Source: an optimization exercise on an open RTL-to-GDS flow (aim: small area and a short achievable clock period). Production flows keep margins and buffers that such runs may drop.
RTL that was checked went through simulation tests only; none was proved equivalent to the original.
For run 1, only the layout was checked, not whether the RTL still works.

**flow/run.sh**
```bash
#!/bin/bash
# synth_recipe.tcl (not shown) runs the flow's synth.tcl, then flattens the netlist and writes it again
# the make line also repeats each setting of config.mk as NAME=value (left out here)
make -C /OpenROAD-flow-scripts/flow DESIGN_CONFIG=/design/flow/config.mk WORK_HOME=/design/flow/orfs CLKGATE_MAP_FILE= SYNTH_SCRIPT=/design/flow/synth_recipe.tcl finish
```
**flow/config.mk**
```make
export PLATFORM = sky130hd
export DESIGN_NAME = top
export DESIGN_NICKNAME = top
export VERILOG_FILES = /design/flow/design.v
export SDC_FILE = /design/flow/constraint.sdc
export NUM_CORES = 4
export LEC_CHECK = 0
export CAP_MARGIN = 20
export CORE_MARGIN = 2
export CORE_UTILIZATION = 40
export CTS_BUF_LIST = sky130_fd_sc_hd__clkbuf_8
export CTS_CLUSTER_DIAMETER = 50
export CTS_CLUSTER_SIZE = 16
export SLEW_MARGIN = 20
```
**flow/constraint.sdc**
```tcl
create_clock -name core_clock -period 10.0 [get_ports {clk}]
set_input_delay 2.0000 -clock core_clock [delete_from_list [all_inputs] [get_ports {clk}]]
set_output_delay 2.0000 -clock core_clock [all_outputs]
set_load 0.01 [all_outputs]
```
**flow/design.v**
```verilog
module top (
    input clk,
    input rst_n,
    input vld_in,
    input [31:0] x,
    output reg vld_out,
    output reg [16:0] y
);
    wire [2:0] s1_0_sum = {1'b0, x[31:30]} - 3'd1;
    wire [1:0] s1_0_r = s1_0_sum[1:0];
    wire [0:0] s1_0_q = ~s1_0_sum[2];
    wire s1_1_s = ~s1_0_q[0];
    wire [3:0] s1_1_sum = {s1_0_r, x[29:28]} + {~s1_1_s, s1_0_q ^ {1{~s1_1_s}}, 2'b11};
    wire [2:0] s1_1_r = s1_1_sum[2:0];
    wire [1:0] s1_1_q = {s1_0_q, ~s1_1_sum[3]};
    reg v1;
    always @(posedge clk or negedge rst_n)
        if (!rst_n) v1 <= 1'b0;
        else v1 <= vld_in;
    reg [1:0] q1;
    reg [2:0] r1;
    reg [27:0] x1;
    always @(posedge clk) begin
        q1 <= s1_1_q;
        r1 <= s1_1_r;
        x1 <= x[27:0];
    end
    wire s2_2_s = ~q1[0];
    wire [4:0] s2_2_sum = {r1, x1[27:26]} + {~s2_2_s, q1 ^ {2{~s2_2_s}}, 2'b11};
    wire [3:0] s2_2_r = s2_2_sum[3:0];
    wire [2:0] s2_2_q = {q1, ~s2_2_sum[4]};
    wire s2_3_s = ~s2_2_q[0];
    wire [5:0] s2_3_sum = {s2_2_r, x1[25:24]} + {~s2_3_s, s2_2_q ^ {3{~s2_3_s}}, 2'b11};
    wire [4:0] s2_3_r = s2_3_sum[4:0];
    wire [3:0] s2_3_q = {s2_2_q, ~s2_3_sum[5]};
    reg v2;
    always @(posedge clk or negedge rst_n)
        if (!rst_n) v2 <= 1'b0;
        else v2 <= v1;
    reg [3:0] q2;
    reg [4:0] r2;
    reg [23:0] x2;
    always @(posedge clk) begin
        q2 <= s2_3_q;
        r2 <= s2_3_r;
        x2 <= x1[23:0];
    end
    wire s3_4_s = ~q2[0];
    wire [6:0] s3_4_sum = {r2, x2[23:22]} + {~s3_4_s, q2 ^ {4{~s3_4_s}}, 2'b11};
    wire [5:0] s3_4_r = s3_4_sum[5:0];
    wire [4:0] s3_4_q = {q2, ~s3_4_sum[6]};
    wire s3_5_s = ~s3_4_q[0];
    wire [7:0] s3_5_sum = {s3_4_r, x2[21:20]} + {~s3_5_s, s3_4_q ^ {5{~s3_5_s}}, 2'b11};
    wire [6:0] s3_5_r = s3_5_sum[6:0];
    wire [5:0] s3_5_q = {s3_4_q, ~s3_5_sum[7]};
    reg v3;
    always @(posedge clk or negedge rst_n)
        if (!rst_n) v3 <= 1'b0;
        else v3 <= v2;
    reg [5:0] q3;
    reg [6:0] r3;
    reg [19:0] x3;
    always @(posedge clk) begin
        q3 <= s3_5_q;
        r3 <= s3_5_r;
        x3 <= x2[19:0];
    end
    wire s4_6_s = ~q3[0];
    wire [8:0] s4_6_sum = {r3, x3[19:18]} + {~s4_6_s, q3 ^ {6{~s4_6_s}}, 2'b11};
    wire [7:0] s4_6_r = s4_6_sum[7:0];
    wire [6:0] s4_6_q = {q3, ~s4_6_sum[8]};
    reg v4;
    always @(posedge clk or negedge rst_n)
        if (!rst_n) v4 <= 1'b0;
        else v4 <= v3;
    reg [6:0] q4;
    reg [7:0] r4;
    reg [17:0] x4;
    always @(posedge clk) begin
        q4 <= s4_6_q;
        r4 <= s4_6_r;
        x4 <= x3[17:0];
    end
    wire s5_7_s = ~q4[0];
    wire [9:0] s5_7_sum = {r4, x4[17:16]} + {~s5_7_s, q4 ^ {7{~s5_7_s}}, 2'b11};
    wire [8:0] s5_7_r = s5_7_sum[8:0];
    wire [7:0] s5_7_q = {q4, ~s5_7_sum[9]};
    reg v5;
    always @(posedge clk or negedge rst_n)
        if (!rst_n) v5 <= 1'b0;
        else v5 <= v4;
    reg [7:0] q5;
    reg [8:0] r5;
    reg [15:0] x5;
    always @(posedge clk) begin
        q5 <= s5_7_q;
        r5 <= s5_7_r;
        x5 <= x4[15:0];
    end
    wire s6_8_s = ~q5[0];
    wire [10:0] s6_8_sum = {r5, x5[15:14]} + {~s6_8_s, q5 ^ {8{~s6_8_s}}, 2'b11};
    wire [9:0] s6_8_r = s6_8_sum[9:0];
    wire [8:0] s6_8_q = {q5, ~s6_8_sum[10]};
    reg v6;
    always @(posedge clk or negedge rst_n)
        if (!rst_n) v6 <= 1'b0;
        else v6 <= v5;
    reg [8:0] q6;
    reg [9:0] r6;
    reg [13:0] x6;
    always @(posedge clk) begin
        q6 <= s6_8_q;
        r6 <= s6_8_r;
        x6 <= x5[13:0];
    end
    wire s7_9_s = ~q6[0];
    wire [11:0] s7_9_sum = {r6, x6[13:12]} + {~s7_9_s, q6 ^ {9{~s7_9_s}}, 2'b11};
    wire [10:0] s7_9_r = s7_9_sum[10:0];
    wire [9:0] s7_9_q = {q6, ~s7_9_sum[11]};
    reg v7;
    always @(posedge clk or negedge rst_n)
        if (!rst_n) v7 <= 1'b0;
        else v7 <= v6;
    reg [9:0] q7;
    reg [10:0] r7;
    reg [11:0] x7;
    always @(posedge clk) begin
        q7 <= s7_9_q;
        r7 <= s7_9_r;
        x7 <= x6[11:0];
    end
    wire s8_10_s = ~q7[0];
    wire [12:0] s8_10_sum = {r7, x7[11:10]} + {~s8_10_s, q7 ^ {10{~s8_10_s}}, 2'b11};
    wire [11:0] s8_10_r = s8_10_sum[11:0];
    wire [10:0] s8_10_q = {q7, ~s8_10_sum[12]};
    reg v8;
    always @(posedge clk or negedge rst_n)
        if (!rst_n) v8 <= 1'b0;
        else v8 <= v7;
    reg [10:0] q8;
    reg [11:0] r8;
    reg [9:0] x8;
    always @(posedge clk) begin
        q8 <= s8_10_q;
        r8 <= s8_10_r;
        x8 <= x7[9:0];
    end
    wire s9_11_s = ~q8[0];
    wire [13:0] s9_11_sum = {r8, x8[9:8]} + {~s9_11_s, q8 ^ {11{~s9_11_s}}, 2'b11};
    wire [12:0] s9_11_r = s9_11_sum[12:0];
    wire [11:0] s9_11_q = {q8, ~s9_11_sum[13]};
    reg v9;
    always @(posedge clk or negedge rst_n)
        if (!rst_n) v9 <= 1'b0;
        else v9 <= v8;
    reg [11:0] q9;
    reg [12:0] r9;
    reg [7:0] x9;
    always @(posedge clk) begin
        q9 <= s9_11_q;
        r9 <= s9_11_r;
        x9 <= x8[7:0];
    end
    wire s10_12_s = ~q9[0];
    wire [14:0] s10_12_sum = {r9, x9[7:6]} + {~s10_12_s, q9 ^ {12{~s10_12_s}}, 2'b11};
    wire [13:0] s10_12_r = s10_12_sum[13:0];
    wire [12:0] s10_12_q = {q9, ~s10_12_sum[14]};
    reg v10;
    always @(posedge clk or negedge rst_n)
        if (!rst_n) v10 <= 1'b0;
        else v10 <= v9;
    reg [12:0] q10;
    reg [13:0] r10;
    reg [5:0] x10;
    always @(posedge clk) begin
        q10 <= s10_12_q;
        r10 <= s10_12_r;
        x10 <= x9[5:0];
    end
    wire s11_13_s = ~q10[0];
    wire [15:0] s11_13_sum = {r10, x10[5:4]} + {~s11_13_s, q10 ^ {13{~s11_13_s}}, 2'b11};
    wire [14:0] s11_13_r = s11_13_sum[14:0];
    wire [13:0] s11_13_q = {q10, ~s11_13_sum[15]};
    reg v11;
    always @(posedge clk or negedge rst_n)
        if (!rst_n) v11 <= 1'b0;
        else v11 <= v10;
    reg [13:0] q11;
    reg [14:0] r11;
    reg [3:0] x11;
    always @(posedge clk) begin
        q11 <= s11_13_q;
        r11 <= s11_13_r;
        x11 <= x10[3:0];
    end
    wire s12_14_s = ~q11[0];
    wire [16:0] s12_14_sum = {r11, x11[3:2]} + {~s12_14_s, q11 ^ {14{~s12_14_s}}, 2'b11};
    wire [15:0] s12_14_r = s12_14_sum[15:0];
    wire [14:0] s12_14_q = {q11, ~s12_14_sum[16]};
    reg v12;
    always @(posedge clk or negedge rst_n)
        if (!rst_n) v12 <= 1'b0;
        else v12 <= v11;
    reg [14:0] q12;
    reg [15:0] r12;
    reg [1:0] x12;
    always @(posedge clk) begin
        q12 <= s12_14_q;
        r12 <= s12_14_r;
        x12 <= x11[1:0];
    end
    wire s13_15_s = ~q12[0];
    wire [17:0] s13_15_sum = {r12, x12[1:0]} + {~s13_15_s, q12 ^ {15{~s13_15_s}}, 2'b11};
    wire [15:0] s13_15_q = {q12, ~s13_15_sum[17]};
    reg v13;
    always @(posedge clk or negedge rst_n)
        if (!rst_n) v13 <= 1'b0;
        else v13 <= v12;
    reg [15:0] q13;
    always @(posedge clk) begin
        q13 <= s13_15_q;
    end
    reg v14;
    always @(posedge clk or negedge rst_n)
        if (!rst_n) v14 <= 1'b0;
        else v14 <= v13;
    reg [15:0] q14;
    always @(posedge clk) begin
        q14 <= q13;
    end
    reg v15;
    always @(posedge clk or negedge rst_n)
        if (!rst_n) v15 <= 1'b0;
        else v15 <= v14;
    reg [15:0] q15;
    always @(posedge clk) begin
        q15 <= q14;
    end
    reg v16;
    always @(posedge clk or negedge rst_n)
        if (!rst_n) v16 <= 1'b0;
        else v16 <= v15;
    reg [15:0] q16;
    always @(posedge clk) begin
        q16 <= q15;
    end
    always @(posedge clk or negedge rst_n)
        if (!rst_n) begin
            vld_out <= 1'b0;
            y <= 17'd0;
        end else begin
            vld_out <= v16;
            y <= {1'b0, q16 & {16{v16}}};
        end
endmodule
```
==> results_dict.tcl, run 1 <==
set metrics [dict create \
    status "no timing/DRC/antenna violations" \
    utilization_pct 45.3 \
    final_cell_mix "460 x dfxtp_1, 130 x xor2_1, 119 x ha_1" \
    syn_area_per_cell_um2 12.1 \
    drt_iter0_drc 338 \
    busiest_layer "met2" \
    cts-resized-gates 0 \
    track_usage_pct 11.5 \
    final_common_cell "dfxtp_1" \
    use_met1_pct 12.9 \
    cap_violations 0 \
    core_um2 40600 \
    fin_nets 1584 \
    setup_slack_ns 6.52 \
    ys_warn_count 1 \
    cpLargestDelayFamily "buffers and inverters" \
    cpPeakStageDelay_ns 0.53 \
    dp_slack_ns 6.88 \
    timing.fmax_mhz 288 \
    tightest_slew_ns 0.888 \
    post_cts_buffers 0 \
    seqCellArea_um2 10000 \
    tns_ns 0 \
    synth-seq-cells 493 \
    chipHeight_um 206 \
    wl_per_cell_um 11.9 \
    grt_pass1_wl_um 40000 \
    dr.pass1.iters 6 \
    synth.distinct_cells 66 \
    ys_seq_area_share_pct 61.4 \
    hold_slack_ns 0.314 \
    vias 9035 \
    path_cells "clkdlybuf4s50_1" \
    ioPinCount 53 \
    synth_top_area_share_pct 56.3 \
    grt_max_degree 34 \
    htree_num_levels 2 \
    hold_viol 0 \
    grt_overflow_total 0 \
    drive_above_1_share_pct 5.82 \
    syn2layout_area_growth_pct 12.5 \
    synth_top_cell_by_area "dfxtp_1" \
    start_util_pct 40.3 \
    hp-class "flop to flop" \
    synth_nets 1503 \
    setup_viol 0 \
    slew_viol_final 0 \
    cts.sinks 493 \
    fp.dieArea_um2 42500 \
    cts_buffers 45 \
    relSlewSlack_pct 40.7 \
    cts_buffer_depth 3 \
    worst-setup-path-type "flop to output port" \
    synth_edf_count 0 \
    routed_wl_um 23600 \
    clk_pin_slew_ns 0.09 \
    critPathRequiredTime_ns 8.00 \
    grt_pass1_vias 8879 \
    rsz0062_at_grt "no" \
    grt_use_met3_pct 2.52 \
    crit_path_end_kind "output port" \
    grtUsageMet2_pct 19.9 \
    fin_skew_ns 0.0312 \
    cts_tree "done" \
    place_congestion 0.851 \
    drc 0 \
    synth_area_um2 16300 \
    n_antenna_cell 0 \
    timing.critical_path.buf_inv 1 \
    numPortBuffers 51 \
    rows 74 \
    cp_data_arrival_time_ns 1.48 \
    n_fill_cell 3734 \
    synth-main-ff-cell "dfxtp_1" \
    cts_root_buf "clkbuf_8" \
    ant_nets 0 \
    die_w_um 206 \
    start_kind "flop" \
    synth_cells 1349 \
    async_reset_ff_share_pct 6.69 \
    fin_crit_sh_pct 34.8 \
    crit_slowest_cell "clkdlybuf4s50_1" \
    post-route-min-period_ns 3.48 \
    multi_input_area_um2 5970 \
    holdBufCountCts 0 \
    cp_max_fo 1 \
    yosys-top-cells-area "dfxtp_1 56%, ha_1 9.1%, xor2_1 7.0%, dfrtp_1 5.1%, xnor2_1 4.0%" \
    stdcell_count 1992 \
    place_hpwl_um 16900 \
    clk_latency_ns 0.61 \
    vias_per_cell 4.54 \
    dp.cells 1915 \
    antenna_found_initial 0 \
]
==> cells by family after synthesis <==
logic type                 Yosys count  share of synthesized area (%)
adders and majority gates          119                           9.11
buffers and inverters               87                           2.06
DFF                                493                           61.4
other                                1                         0.0229
xor gates and xnor gates           208                           11.4
muxes                                2                          0.122
AOI/OAI and AO/OA                  240                           9.68
and+or+nand+nor                    199                           6.22
==> sequential cells by signal, summed over array words and instances, names as in the netlist, 11 cells and up <==
register,count
x1,28
x2,24
x3,20
x4,18
q13,16
q14,16
q15,16
q16,16
r12,16
x5,16
y,16
q12,15
r11,15
q11,14
r10,14
x6,14
q10,13
r9,13
q9,12
r8,12
x7,12
q8,11
r7,11
==> through the flow <==
step | area (um^2)
final | 18400
after global routing | 18400
after CTS | 18400
after detailed placement | 17500
after global placement | 17500
after floorplan | 16300
==> area by class of cell <==
class,count,share of cell area (%)
timing repair buffer,52,2.82
inverter,69,1.41
clock buffer,49,3.67
multi-input combinational,769,32.5
tap,532,3.62
sequential,493,54.6
clock inverter,28,1.42
==> cell usage after synthesis (all sizes together), types with 3 or more instances <==
master	instances
a211o	3
xor2	131
clkbuf	10
nand2	31
a21o	19
inv	69
and3	9
nand2b	9
dfrtp	33
dfxtp	460
and3b	7
nor2	62
nor2b	5
and4	3
and2	20
ha	119
nor4	4
a2111oi	3
o21ai	61
a211oi	6
o21a	26
nand3b	3
or4	3
o211a	8
o211ai	11
a21oi	66
nor3	27
xnor2	76
nand4	4
nand3	5
buf	8
a21boi	3
o21bai	8
a31oi	8
==> layer usage <==
metal  up-vias  share of wire [%]
li1       4709                  -
met1      4104                 44
met2       144                 48
met3        78                3.9
met4         0                4.6
met5         -                  0
==> worst paths after layout <==
path / slack [ns] / start / to / depth (start not counted)
min in group asynchronous: 1.77 / rst_n / v15 / 2
worst max-delay path: 6.52 / y[8] / y[8] / 1
worst max register to register: 6.88 / q2[0] / q3[0] / 14
max in group asynchronous: 7.92 / rst_n / v6 / 2
worst min register to register: 0.31 / x7[0] / x8[0] / 0
worst min-delay path: 0.31 / x7[0] / x8[0] / 0
==> run 2: changes to the inputs <==
--- a/flow/design.v
+++ b/flow/design.v
@@ -13,46 +13,46 @@
     wire [3:0] s1_1_sum = {s1_0_r, x[29:28]} + {~s1_1_s, s1_0_q ^ {1{~s1_1_s}}, 2'b11};
     wire [2:0] s1_1_r = s1_1_sum[2:0];
     wire [1:0] s1_1_q = {s1_0_q, ~s1_1_sum[3]};
+    wire s1_2_s = ~s1_1_q[0];
+    wire [4:0] s1_2_sum = {s1_1_r, x[27:26]} + {~s1_2_s, s1_1_q ^ {2{~s1_2_s}}, 2'b11};
+    wire [3:0] s1_2_r = s1_2_sum[3:0];
+    wire [2:0] s1_2_q = {s1_1_q, ~s1_2_sum[4]};
     reg v1;
     always @(posedge clk or negedge rst_n)
         if (!rst_n) v1 <= 1'b0;
         else v1 <= vld_in;
-    reg [1:0] q1;
-    reg [2:0] r1;
-    reg [27:0] x1;
-    always @(posedge clk) begin
-        q1 <= s1_1_q;
-        r1 <= s1_1_r;
-        x1 <= x[27:0];
-    end
-    wire s2_2_s = ~q1[0];
-    wire [4:0] s2_2_sum = {r1, x1[27:26]} + {~s2_2_s, q1 ^ {2{~s2_2_s}}, 2'b11};
-    wire [3:0] s2_2_r = s2_2_sum[3:0];
-    wire [2:0] s2_2_q = {q1, ~s2_2_sum[4]};
-    wire s2_3_s = ~s2_2_q[0];
-    wire [5:0] s2_3_sum = {s2_2_r, x1[25:24]} + {~s2_3_s, s2_2_q ^ {3{~s2_3_s}}, 2'b11};
+    reg [2:0] q1;
+    reg [3:0] r1;
+    reg [25:0] x1;
+    always @(posedge clk) begin
+        q1 <= s1_2_q;
+        r1 <= s1_2_r;
+        x1 <= x[25:0];
+    end
+    wire s2_3_s = ~q1[0];
+    wire [5:0] s2_3_sum = {r1, x1[25:24]} + {~s2_3_s, q1 ^ {3{~s2_3_s}}, 2'b11};
     wire [4:0] s2_3_r = s2_3_sum[4:0];
-    wire [3:0] s2_3_q = {s2_2_q, ~s2_3_sum[5]};
+    wire [3:0] s2_3_q = {q1, ~s2_3_sum[5]};
+    wire s2_4_s = ~s2_3_q[0];
+    wire [6:0] s2_4_sum = {s2_3_r, x1[23:22]} + {~s2_4_s, s2_3_q ^ {4{~s2_4_s}}, 2'b11};
+    wire [5:0] s2_4_r = s2_4_sum[5:0];
+    wire [4:0] s2_4_q = {s2_3_q, ~s2_4_sum[6]};
     reg v2;
     always @(posedge clk or negedge rst_n)
         if (!rst_n) v2 <= 1'b0;
         else v2 <= v1;
-    reg [3:0] q2;
-    reg [4:0] r2;
-    reg [23:0] x2;
-    always @(posedge clk) begin
-        q2 <= s2_3_q;
-        r2 <= s2_3_r;
-        x2 <= x1[23:0];
-    end
-    wire s3_4_s = ~q2[0];
-    wire [6:0] s3_4_sum = {r2, x2[23:22]} + {~s3_4_s, q2 ^ {4{~s3_4_s}}, 2'b11};
-    wire [5:0] s3_4_r = s3_4_sum[5:0];
-    wire [4:0] s3_4_q = {q2, ~s3_4_sum[6]};
-    wire s3_5_s = ~s3_4_q[0];
-    wire [7:0] s3_5_sum = {s3_4_r, x2[21:20]} + {~s3_5_s, s3_4_q ^ {5{~s3_5_s}}, 2'b11};
+    reg [4:0] q2;
+    reg [5:0] r2;
+    reg [21:0] x2;
+    always @(posedge clk) begin
+        q2 <= s2_4_q;
+        r2 <= s2_4_r;
+        x2 <= x1[21:0];
+    end
+    wire s3_5_s = ~q2[0];
+    wire [7:0] s3_5_sum = {r2, x2[21:20]} + {~s3_5_s, q2 ^ {5{~s3_5_s}}, 2'b11};
     wire [6:0] s3_5_r = s3_5_sum[6:0];
-    wire [5:0] s3_5_q = {s3_4_q, ~s3_5_sum[7]};
+    wire [5:0] s3_5_q = {q2, ~s3_5_sum[7]};
     reg v3;
     always @(posedge clk or negedge rst_n)
         if (!rst_n) v3 <= 1'b0;
==> flow/flow/run.sh (new file) <==
#!/bin/bash
# Standard ORFS layout, with the port buffers made from buf_2 cells instead of
# the flow's default choice (a slow clkdlybuf4s50_1 delay cell).
set -euo pipefail
export BUFFER_PORTS_ARGS="-buffer_cell sky130_fd_sc_hd__buf_2"
bash standard.sh > standard_flow.log 2>&1
==> flow/standard.sh (new file) <==
#!/bin/bash
# synth_recipe.tcl (not shown) runs the flow's synth.tcl, then flattens the netlist and writes it again
# the make line also repeats each setting of config.mk as NAME=value (left out here)
make -C /OpenROAD-flow-scripts/flow DESIGN_CONFIG=/design/flow/config.mk WORK_HOME=/design/flow/orfs CLKGATE_MAP_FILE= SYNTH_SCRIPT=/design/flow/synth_recipe.tcl "${@:-finish}"
--- a/flow/config.mk
+++ b/flow/config.mk
@@ -7,8 +7,8 @@
 export LEC_CHECK = 0
 export CAP_MARGIN = 20
 export CORE_MARGIN = 2
-export CORE_UTILIZATION = 40
-export CTS_BUF_LIST = sky130_fd_sc_hd__clkbuf_8
+export CORE_UTILIZATION = 60
+export CTS_BUF_LIST = sky130_fd_sc_hd__clkbuf_8 sky130_fd_sc_hd__clkbuf_16
 export CTS_CLUSTER_DIAMETER = 50
 export CTS_CLUSTER_SIZE = 16
 export SLEW_MARGIN = 20
removed: flow/run.sh
==> results_dict.tcl, run 2 <==
set metrics [dict create \
    critPathLaunch "y[14]" \
    antenna_found_initial 0 \
    cp_max_fo 1 \
    worst-setup-path-type "flop to output port" \
    fp.dieArea_um2 28600 \
    synthMostInstantiatedCell "dfxtp_1" \
    status "no timing/DRC/antenna violations" \
    start_kind "flop" \
    grt_max_degree 34 \
    htree_num_levels 2 \
    vias 8999 \
    cp-endpoint "y[14]" \
    chipHeight_um 169 \
    rows 60 \
    cap_violations 0 \
    routed_wl_um 23500 \
    synth_edf_count 0 \
    synth_cells 1347 \
    critPathRequiredTime_ns 8.00 \
    syn_area_per_cell_um2 12.1 \
    ioPinCount 53 \
    synth_area_um2 16400 \
    synth-seq-cells 493 \
    cp_data_arrival_time_ns 1.02 \
    hp-class "flop to flop" \
    holdBufCountCts 0 \
    grt_pass1_wl_um 39600 \
    yosys-top-cells-area "dfxtp_1 56%, ha_1 9.1%, xor2_1 7.1%, dfrtp_1 5.0%, xnor2_1 4.6%" \
    cts_tree "done" \
    timing.critical_path.buf_inv 1 \
    wl_per_cell_um 13.2 \
    ant_nets 0 \
    die_w_um 169 \
    clk_pin_slew_ns 0.06 \
    synth_nets 1501 \
    n_antenna_cell 0 \
    final_cell_mix "460 x dfxtp_1, 132 x xor2_1, 119 x ha_1" \
    path_cells "buf_2" \
    tightest_slew_ns 0.865 \
    drt_iter0_drc 364 \
    grt_overflow_total 0 \
    setup_viol 0 \
    hold_viol 0 \
    cts_root_buf "clkbuf_16" \
    synth_top_area_share_pct 56.3 \
    synth.distinct_cells 69 \
    cts_buffer_depth 3 \
    clk_latency_ns 0.52 \
    rr_worst_depth 8 \
    syn2layout_area_growth_pct 11.1 \
    post_cts_buffers 0 \
    r2r-start "q11[0]" \
    cp.depth 1 \
    fin_crit_sh_pct 30.2 \
    grt_pass1_vias 8747 \
    synth-main-ff-cell "dfxtp_1" \
    timing.fmax_mhz 332 \
    track_usage_pct 16.8 \
    drc 0 \
    ys_seq_area_share_pct 61.3 \
    cts-resized-gates 0 \
    cts.sinks 493 \
    place_congestion 0.830 \
    synth_top_cell_by_area "dfxtp_1" \
    slew_viol_final 0 \
    post-route-min-period_ns 3.02 \
    numPortBuffers 51 \
    fin_nets 1573 \
    rsz0062_at_grt "no" \
    rrSetupSlack_ns 7.29 \
    tns_ns 0 \
    cpLargestDelayFamily "flip-flops" \
    fin_skew_ns 0.0143 \
    top_register "x1" \
    largest_reg_flops 26 \
    top_regs "x1: 26 flops, x2: 22 flops, x3: 20 flops" \
    cpPeakStageDelay_ns 0.37 \
    start_util_pct 60.9 \
    dpl_cell_area_um2 17000 \
    async_reset_ff_share_pct 6.69 \
    cts_buffers 40 \
    netlist_top_cells_count "460 x dfxtp_1, 132 x xor2_1, 119 x ha_1" \
    core_um2 26900 \
    fin_area_um2 18200 \
    r2r-end "r12[15]" \
    crit_path_end_kind "output port" \
    drive_above_1_share_pct 8.73 \
    crit_slowest_cell "dfrtp_1" \
    place_hpwl_um 16800 \
    relSlewSlack_pct 42.2 \
    final_common_cell "dfxtp_1" \
    ys_warn_count 1 \
    vias_per_cell 5.04 \
    dr.pass1.iters 4 \
    hp-start "x4[8]" \
]
[run 2: routing by layer]
metal	part of all wire [%]	vias up	track usage (%)	wire length, um
met4	2.6	0	6.06	622
met2	49	125	30.2	11500
met3	3.2	50	3.08	759
met5	0	-	0	0
li1	-	4684	-	-
met1	45	4140	20.2	10700
[run 2: cells by family (layout without fill, tap and decap cells)]
logic type	count (synthesis)	count (layout)	synth area share (%)
xor gates and xnor gates	218	218	11.7
DFF	493	493	61.3
AOI/OAI and AO/OA	223	223	9.27
and+or+nand+nor	214	214	6.60
adders and majority gates	119	119	9.10
other	1	1	0.0229
buffers and inverters	75	172	1.78
muxes	4	4	0.245
[run 2: worst reg2reg max path: stages, from the launching register on]
cell and delay (ns):
dfxtp_1 0.88, xor2_1 0.15, ha_1 0.39, a21oi_2 0.20, nand2_2 0.10, o2111ai_2 0.24
o22ai_2 0.16, o41ai_2 0.37, xnor2_1 0.16
[run 2: final cells by class]
cell class | instances | area, um^2
inverters | 54 | 203
clock inverters | 23 | 159
multi-input cells | 779 | 6040
fillers | 2040 | 8690
repair buffers | 51 | 255
well taps | 341 | 427
flip-flops and latches | 493 | 10000
clock buffers | 44 | 1070
[run 2: worst min path at each step]
stage | depth (start not counted) | endpoint
global route | 0 | x6[6]
detailed placement | 0 | q14[15]
floorplan | 0 | q14[0]
finish | 0 | x5[8]
CTS | 0 | x7[10]
global placement | 0 | x2[8]
[run 2: through the flow]
stage | setup slack, ns | hold WS (ns) | cells | util, %
final | 6.98 | 0.322 | 1785 | 67.7
after global routing | 6.92 | 0.327 | 1785 | 67.7
after CTS | 6.95 | 0.322 | 1785 | 67.7
after detailed placement | 6.50 | 0.312 | 1718 | 63.1
after global placement | 6.56 | 0.310 | 1718 | 63.1
after floorplan | 6.74 | 0.310 | 1347 | -
==> run 3: changes to the inputs <==
--- a/flow/config.mk
+++ b/flow/config.mk
@@ -8,7 +8,7 @@
 export CAP_MARGIN = 20
 export CORE_MARGIN = 2
 export CORE_UTILIZATION = 60
-export CTS_BUF_LIST = sky130_fd_sc_hd__clkbuf_8 sky130_fd_sc_hd__clkbuf_16
+export CTS_BUF_LIST = sky130_fd_sc_hd__clkbuf_8
 export CTS_CLUSTER_DIAMETER = 50
 export CTS_CLUSTER_SIZE = 16
 export SLEW_MARGIN = 20
==> results_dict.tcl, run 3 <==
set metrics [dict create \
    status "no timing/DRC/antenna violations" \
    fin_skew_ns 0.0151 \
    synth_top_area_share_pct 56.3 \
    hp-start "x1[14]" \
    timing.fmax_mhz 327 \
    grt_overflow_total 0 \
    r2r-end "r12[15]" \
    syn2layout_area_growth_pct 8.28 \
    seqCellArea_um2 10000 \
    drt_iter0_drc 313 \
    n_fill_cell 2098 \
    numPortBuffers 51 \
    cts_root_buf "clkbuf_8" \
    netlist_top_cells_count "460 x dfxtp_1, 132 x xor2_1, 119 x ha_1" \
    cts-resized-gates 0 \
    cts_buffer_depth 3 \
    synth-seq-cells 493 \
    die_w_um 169 \
    timing.critical_path.buf_inv 1 \
    grt_max_degree 34 \
    hp-class "flop to flop" \
    hold_viol 0 \
    final_cell_mix "460 x dfxtp_1, 132 x xor2_1, 119 x ha_1" \
    yosys-top-cells-area "dfxtp_1 56%, ha_1 9.1%, xor2_1 7.1%, dfrtp_1 5.0%, xnor2_1 4.6%" \
    clk_pin_slew_ns 0.09 \
    crit_slowest_cell "dfrtp_1" \
    fin_nets 1573 \
    synth_edf_count 0 \
    ys_seq_area_share_pct 61.3 \
    fp.dieArea_um2 28600 \
    grt_pass1_vias 8698 \
    place_hpwl_um 16800 \
    utilization_pct 65.9 \
    syn_area_per_cell_um2 12.1 \
    hold_depth 0 \
    ys_warn_count 1 \
    top_regs "x1: 26 flops, x2: 22 flops, x3: 20 flops" \
    cp_max_fo 1 \
    holdBufCountCts 0 \
    rr_worst_depth 8 \
    start_kind "flop" \
    synth_area_um2 16400 \
    start_util_pct 60.9 \
    r2r-start "q11[0]" \
    dp.cells 1718 \
    core_um2 26900 \
    crit_path_end_kind "output port" \
    cap_violations 0 \
    synth.distinct_cells 69 \
    cpLargestDelayFamily "flip-flops" \
    relSlewSlack_pct 41.7 \
    tns_ns 0 \
    antenna_found_initial 0 \
    n_antenna_cell 0 \
    post-route-min-period_ns 3.06 \
    synth_nets 1501 \
    multi_input_area_um2 6040 \
    dr.pass1.iters 4 \
    cts.sinks 493 \
    stdcell_count 1785 \
    async_reset_ff_share_pct 6.69 \
    ant_nets 0 \
    synthMostInstantiatedCell "dfxtp_1" \
    cts_tree "done" \
    tightest_slew_ns 0.873 \
    routed_wl_um 23300 \
    place_congestion 0.830 \
    fin_crit_sh_pct 30.6 \
    cpPeakStageDelay_ns 0.37 \
    drive_above_1_share_pct 8.73 \
    ioPinCount 53 \
    setup_viol 0 \
    slew_viol_final 0 \
    cts_buffers 40 \
    vias 8958 \
    critPathLaunch "y[14]" \
    vias_per_cell 5.02 \
    worst-setup-path-type "flop to output port" \
    drc 0 \
    synth_top_cell_by_area "dfxtp_1" \
    final_common_cell "dfxtp_1" \
    rrSetupSlack_ns 7.29 \
    clk_latency_ns 0.55 \
    htree_num_levels 2 \
    post_cts_buffers 0 \
    holdPathEnd "x2[14]" \
    wl_per_cell_um 13.1 \
    largest_reg_flops 26 \
    top_register "x1" \
    cp_data_arrival_time_ns 1.06 \
    rsz0062_at_grt "no" \
    critPathRequiredTime_ns 8.00 \
    rows 60 \
    chipHeight_um 169 \
    synth-main-ff-cell "dfxtp_1" \
    synth_cells 1347 \
    grt_pass1_wl_um 39100 \
    path_cells "buf_2" \
    track_usage_pct 16.5 \
]
[run 3: layer usage]
metal	share of wire, %	global-route usage (%)	up-vias	wire [um]
li1	-	-	4676	-
met1	46	20.0	4113	10700
met4	2.8	6.13	0	657
met2	48	29.5	113	11200
met5	0	0	-	0
met3	3.2	2.96	56	739
[run 3: cell type report]
class	instances	share of cell area, %
flip-flops and latches	493	56.6
multi-input cells	779	34.1
clock buffers	44	3.42
well taps	341	2.41
repair buffers	51	1.44
inverters	54	1.14
clock inverters	23	0.883
[run 3: kinds of logic after synthesis]
family          synth area share [%]
compound gates                  9.27
xor+xnor                        11.7
fa+ha+maj                       9.10
buf+inv                         1.78
flops                           61.3
mux                            0.245
other cells                   0.0229
simple gates                    6.60
[run 3: how the worst max path moves through the flow]
stage | depth (start not counted) | endpoint | slack, ns
finish | 1 | y[14] | 6.94
global route | 1 | y[1] | 6.88
CTS | 1 | y[14] | 6.90
detailed placement | 7 | q1[0] | 6.50
global placement | 7 | q1[0] | 6.56
floorplan | 6 | q1[0] | 6.74
[run 3: per-stage QoR]
step | hold WS, ns | setup slack (ns) | instance area, um^2
after floorplan | 0.310 | 6.74 | 16400
after global routing | 0.330 | 6.88 | 17700
after global placement | 0.310 | 6.56 | 17000
after detailed placement | 0.312 | 6.50 | 17000
after CTS | 0.326 | 6.90 | 17700
final | 0.324 | 6.94 | 17700
==> run 4: changes to the inputs <==
--- a/flow/config.mk
+++ b/flow/config.mk
@@ -7,7 +7,7 @@
 export LEC_CHECK = 0
 export CAP_MARGIN = 20
 export CORE_MARGIN = 2
-export CORE_UTILIZATION = 60
+export CORE_UTILIZATION = 40
 export CTS_BUF_LIST = sky130_fd_sc_hd__clkbuf_8
 export CTS_CLUSTER_DIAMETER = 50
 export CTS_CLUSTER_SIZE = 16
==> results_dict.tcl, run 4 <==
set metrics [dict create \
    rr_worst_depth 8 \
    n_antenna_cell 0 \
    hold_depth 0 \
    crit_slowest_cell "dfrtp_1" \
    worst-setup-path-type "flop to output port" \
    r2r-end "r12[15]" \
    async_reset_ff_share_pct 6.69 \
    synth-simple-area-share_pct 6.60 \
    core_um2 40600 \
    track_usage_pct 11.5 \
    vias_per_cell 4.53 \
    cts_buffers 44 \
    syn2layout_area_growth_pct 10.6 \
    wl_per_cell_um 11.8 \
    r2r-start "q11[0]" \
    hp-start "x4[5]" \
    drt_iter0_drc 264 \
    synthMostInstantiatedCell "dfxtp_1" \
    synthXorXnorAreaFrac_pct 11.7 \
    rows 74 \
    start_util_pct 40.3 \
    routed_wl_um 23400 \
    cp_data_arrival_time_ns 1.11 \
    synth_compound_area_share_pct 9.27 \
    clk_pin_slew_ns 0.09 \
    syn_area_per_cell_um2 12.1 \
    ioPinCount 53 \
    grt_pass1_wl_um 40000 \
    cts.sinks 493 \
    cts_tree "done" \
    ys_warn_count 1 \
    path_cells "buf_2" \
    cap_violations 0 \
    antenna_found_initial 0 \
    synth_top_area_share_pct 56.3 \
    stdcell_count 1983 \
    synth-main-ff-cell "dfxtp_1" \
    top_register "x1" \
    holdPathEnd "x5[5]" \
    crit_path_end_kind "output port" \
    fin_nets 1577 \
    synth_cells 1347 \
    start_kind "flop" \
    cts_buffer_depth 3 \
    place_congestion 0.841 \
    numPortBuffers 51 \
    top_regs "x1: 26 flops, x2: 22 flops, x3: 20 flops" \
    place_hpwl_um 17000 \
    critPathRequiredTime_ns 8.00 \
    dr.pass1.iters 6 \
    netlist_top_cells_count "460 x dfxtp_1, 132 x xor2_1, 119 x ha_1" \
    synth-seq-cells 493 \
    ys_seq_area_share_pct 61.3 \
    post_cts_buffers 0 \
    grt_pass1_vias 9090 \
    cts-resized-gates 0 \
    grt_max_degree 34 \
    htree_num_levels 2 \
    yosys-top-cells-area "dfxtp_1 56%, ha_1 9.1%, xor2_1 7.1%, dfrtp_1 5.0%, xnor2_1 4.6%" \
    drive_above_1_share_pct 9.30 \
    cpLargestDelayFamily "flip-flops" \
    grt_overflow_total 0 \
    synth_area_um2 16400 \
    ant_nets 0 \
    timing.critical_path.buf_inv 1 \
    synth.distinct_cells 69 \
    relSlewSlack_pct 43.8 \
    rrSetupSlack_ns 7.31 \
    hp-class "flop to flop" \
    dp.cells 1909 \
    hold_viol 0 \
    rsz0062_at_grt "no" \
    final_cell_mix "460 x dfxtp_1, 132 x xor2_1, 119 x ha_1" \
    cts_root_buf "clkbuf_8" \
    cp_max_fo 1 \
    tightest_slew_ns 0.842 \
    synth-adder-area-share_pct 9.10 \
    holdBufCountCts 0 \
    largest_reg_flops 26 \
    synth_top_cell_by_area "dfxtp_1" \
    synth_edf_count 0 \
    fin_crit_sh_pct 31.1 \
    slew_viol_final 0 \
    synth.mux.area_fraction_pct 0.245 \
    fp.dieArea_um2 42500 \
    final_common_cell "dfxtp_1" \
    tns_ns 0 \
    fin_skew_ns 0.0160 \
    setup_viol 0 \
    die_w_um 206 \
    clk_latency_ns 0.61 \
    post-route-min-period_ns 3.11 \
    cpPeakStageDelay_ns 0.37 \
    drc 0 \
    synth_top_family_by_area "XOR/XNOR gates" \
    vias 8982 \
    status "no timing/DRC/antenna violations" \
    timing.fmax_mhz 322 \
    chipHeight_um 206 \
    synth_nets 1501 \
]
## run 4: logic make-up after synthesis
kind of cell	after synthesis
compound gates	223
xor+xnor	218
fa+ha+maj	119
buf+inv	75
flops	493
mux	4
other cells	1
simple gates	214
## run 4: layout make-up
type | instances | area [um^2]
Clock buffer | 48 | 661
Clock inverter | 26 | 244
Fill cell | 3779 | 22500
Inverter | 54 | 203
Multi-Input combinational cell | 779 | 6040
Sequential cell | 493 | 10000
Tap cell | 532 | 666
Timing Repair Buffer | 51 | 255
## run 4: worst max-delay path by stage
stage | startpoint | endpoint | slack (ns) | cells after the start
after floorplan | x[28] | q1[0] | 6.74 | 6
after global placement | x[28] | q1[0] | 6.56 | 7
after detailed placement | x[28] | q1[0] | 6.47 | 7
after CTS | y[8] | y[8] | 6.80 | 1
after global routing | y[8] | y[8] | 6.78 | 1
final | y[8] | y[8] | 6.89 | 1
## run 4: layer usage
metal	track usage (%)	vias to the layer above	wire (um)
li1	-	4679	-
met1	11.5	4119	9330
met2	21.5	117	12200
met3	2.87	67	988
met4	6.38	0	933
met5	0	-	0
## run 4: metrics by stage
step | setup slack (ns) | hold WS [ns] | utilization (%) | cell area, um^2
2_1_floorplan | 6.74 | 0.310 | - | 16400
3_3_place_gp | 6.56 | 0.310 | 42.3 | 17200
3_5_place_dp | 6.47 | 0.312 | 42.3 | 17200
4_1_cts | 6.80 | 0.321 | 44.5 | 18100
5_1_grt | 6.78 | 0.324 | 44.5 | 18100
6_report | 6.89 | 0.320 | 44.5 | 18100

[afterwards: timing with drivers on the ports]
No port has a modelled driver above. Below, the same layouts with a new extraction and two added sets of constraints.
Step 1 sets driving cells, clkbuf_16 on the clock port and buf_2 on the other inputs (assumed; they add their load-dependent delay and slew).
Step 2 adds t to the input delays and takes it off the output delays; t is the mean of the earliest and latest rising clock arrival at the registers after step 1. Input paths then give back, and output paths get back, about the clock's delay inside the block.
a / b / c = no drivers / after step 1 / after step 2; a / b = the first two.
run | t (ns) | slack for setup (ns) | worst data-port slew with drivers (ns)
run 1 | 0.645 | 6.523 / 6.475 / 6.876 | 0.06
run 2 | 0.569 | 6.984 / 6.933 / 6.494 | 0.03
run 3 | 0.596 | 6.944 / 6.898 / 6.492 | 0.03
run 4 | 0.643 | 6.890 / 6.840 / 6.489 | 0.03
After both steps setup and hold are still met in every run listed. For run 2, which loses most, drivers alone change the setup slack by -0.051 ns; drivers and shift together by -0.490 ns.
